From an optimization exercise on the open Yosys and OpenROAD flow, aimed at small area, a short achievable clock period and few clock cycles per item; shortcuts taken in it are not production practice.
In this exercise RTL edits were held to simulation tests only and were not proved equivalent to the original.
Power is estimated from default activity; no workload was simulated.

==> inputs of tundra <==
// top
module top(clock, reset, DataIn, Go_flag, Found, Ready);
input clock;
input reset;
input [7:0] DataIn;
input Go_flag;
output [31:0] Found;
output Ready;
Match Match_DUT(.clock(clock), .reset(reset), .DataIn(DataIn), .Go_flag(Go_flag), .Found(Found), .Ready(Ready));
endmodule
==> flow/config.mk <==
export PLATFORM = sky130hd
export DESIGN_NAME = top
export DESIGN_NICKNAME = top
export VERILOG_FILES = /design/flow/design.v
export SDC_FILE = /design/flow/constraint.sdc
export NUM_CORES = 4
export LEC_CHECK = 0
export CAP_MARGIN = 20
export CORE_MARGIN = 2
export CORE_UTILIZATION = 30
export SETUP_SLACK_MARGIN = 1.2
export SLEW_MARGIN = 20
==> flow/constraint.sdc <==
create_clock -name core_clock -period 3.5 [get_ports {clock}]
set_input_delay 0.7000 -clock core_clock [delete_from_list [all_inputs] [get_ports {clock}]]
set_output_delay 0.7000 -clock core_clock [all_outputs]
set_load 0.01 [all_outputs]
standard.sh (not shown) runs the stock make flow with config.mk's settings and CLKGATE_MAP_FILE= SYNTH_SCRIPT=/design/flow/synth_recipe.tcl, a recipe that flattens the netlist after the stock synthesis.
==> flow/flow/run.sh <==
#!/bin/bash
# Standard ORFS layout, but with port buffers of a plain buffer cell and
# resizing free to change a cell's footprint.
set -euo pipefail
cd "$(dirname "$0")/.."
bash standard.sh MATCH_CELL_FOOTPRINT=0 "BUFFER_PORTS_ARGS=-buffer_cell sky130_fd_sc_hd__buf_2" finish > standard_flow.log 2>&1
==> inputs of pepper, as changes to tundra <==
==> flow/flow/run.sh (replaced) <==
#!/bin/bash
# Standard ORFS layout, but with port buffers of a plain buffer cell and
# resizing free to change a cell's footprint.
set -euo pipefail
cd "$(dirname "$0")/.."
bash standard.sh MATCH_CELL_FOOTPRINT=0 "BUFFER_PORTS_ARGS=-buffer_cell sky130_fd_sc_hd__buf_1" finish > standard_flow.log 2>&1
--- a/flow/config.mk
+++ b/flow/config.mk
@@ -8,5 +8,5 @@
 export CAP_MARGIN = 20
 export CORE_MARGIN = 2
-export CORE_UTILIZATION = 30
-export SETUP_SLACK_MARGIN = 1.2
+export CORE_UTILIZATION = 60
+export SETUP_SLACK_MARGIN = 1.0
 export SLEW_MARGIN = 20
==> inputs of willow, as changes to tundra <==
--- a/flow/config.mk
+++ b/flow/config.mk
@@ -9,4 +9,4 @@
 export CORE_MARGIN = 2
 export CORE_UTILIZATION = 30
-export SETUP_SLACK_MARGIN = 1.2
+export SETUP_SLACK_MARGIN = 1.0
 export SLEW_MARGIN = 20
==> inputs of nickel, as changes to tundra <==
==> flow/run.sh (new file) <==
#!/bin/bash
# synth_recipe.tcl (not shown) runs the flow's synth.tcl, then flattens the netlist and writes it again
# the make line also repeats each setting of config.mk as NAME=value (left out here)
make -C /OpenROAD-flow-scripts/flow DESIGN_CONFIG=/design/flow/config.mk WORK_HOME=/design/flow/orfs CLKGATE_MAP_FILE= SYNTH_SCRIPT=/design/flow/synth_recipe.tcl finish
--- a/flow/config.mk
+++ b/flow/config.mk
@@ -9,4 +9,3 @@
 export CORE_MARGIN = 2
 export CORE_UTILIZATION = 30
-export SETUP_SLACK_MARGIN = 1.2
 export SLEW_MARGIN = 20
removed: flow/flow/run.sh
removed: flow/standard.sh
==> run summary <==
quantity	willow	tundra	pepper	nickel
Placement Rows	29	29	20	29
Slowest cell on the critical path	dfxtp_2	a2111oi_1	dfxtp_2	clkdlybuf4s50_1
Worst slack at placement	1130 ps	1130 ps	809 ps	655 ps
P&R area growth vs syn	1.43%	4.62%	-3.37%	10.5%
Via density	5.79	5.79	6.41	5.88
Run status	complete, no violations	complete, no violations	complete, no violations	complete, no violations
Clock-pin slew on the worst setup and hold paths	50 ps	50 ps	80 ps	50 ps
Global routing usage on met1	19.5%	19.5%	46.7%	20.3%
Count of cell instances traversed by the critical path	5	6	7	4
Share of the final layout cell area in multi-input gates	71.0%	69.5%	74.7%	65.0%
Total net switching power	171 uW	174 uW	176 uW	174 uW
Number of nets in the finished design	313	317	311	315
Global routing usage summed across all routing layers	14.5%	14.5%	30.3%	14.8%
Wire length after detailed routing	5330 um	5390 um	5590 um	5550 um
P_leak	0.000845 uW	0.000861 uW	0.000702 uW	0.000798 uW
Layout fillers	675	664	328	662
Power of the clock network	120 uW	120 uW	109 uW	119 uW
Detailed-route wire length per cell	14.5 um	14.5 um	16.7 um	15.0 um
Area of placed instances	0.00198 sq mm	0.00198 sq mm	0.00188 sq mm	0.00218 sq mm
Width of the die	85.8 um	85.8 um	61.8 um	85.8 um
Final Hold Slack	573 ps	577 ps	579 ps	658 ps
Testbench counts of tundra, summed over its fixed seeds: cycles 3,208, chars 3,200.
Testbench counts of pepper, summed over its fixed seeds: cycles 3,208, chars 3,200.
Testbench counts of willow, summed over its fixed seeds: cycles 3,208, chars 3,200.
Testbench counts of nickel, summed over its fixed seeds: cycles 3,208, chars 3,200.

-- separate check: timing with driven ports --
The flow's constraints put no driver on any port. The routed layouts listed below were extracted and timed again, unchanged, in two steps. Step 1, drivers: a clkbuf_16 drives clock and a buf_2 each remaining input, both assumed. Step 2 times the ports against the registers' clock, not the clock port: input delays grow and output delays shrink by t, the midpoint of the rising clock arrivals with the driver on. a / b / c = ideal / step 1 / step 2; a / b = the first two.
run	t, ns	slack for setup (ns)	latest minus earliest clock arrival (ns)
tundra	0.265	1.296 / 1.285 / 1.038	0.004 / 0.005
pepper	0.297	1.175 / 1.175 / 0.979	0.016 / 0.016
willow	0.265	1.205 / 1.179 / 1.052	0.004 / 0.005
nickel	0.255	0.542 / 0.521 / 0.632	0.006 / 0.006
After both steps setup and hold are still met in every run listed. The setup slack of tundra, which loses most, moves by -0.011 ns with the drivers and by -0.258 ns with both steps.
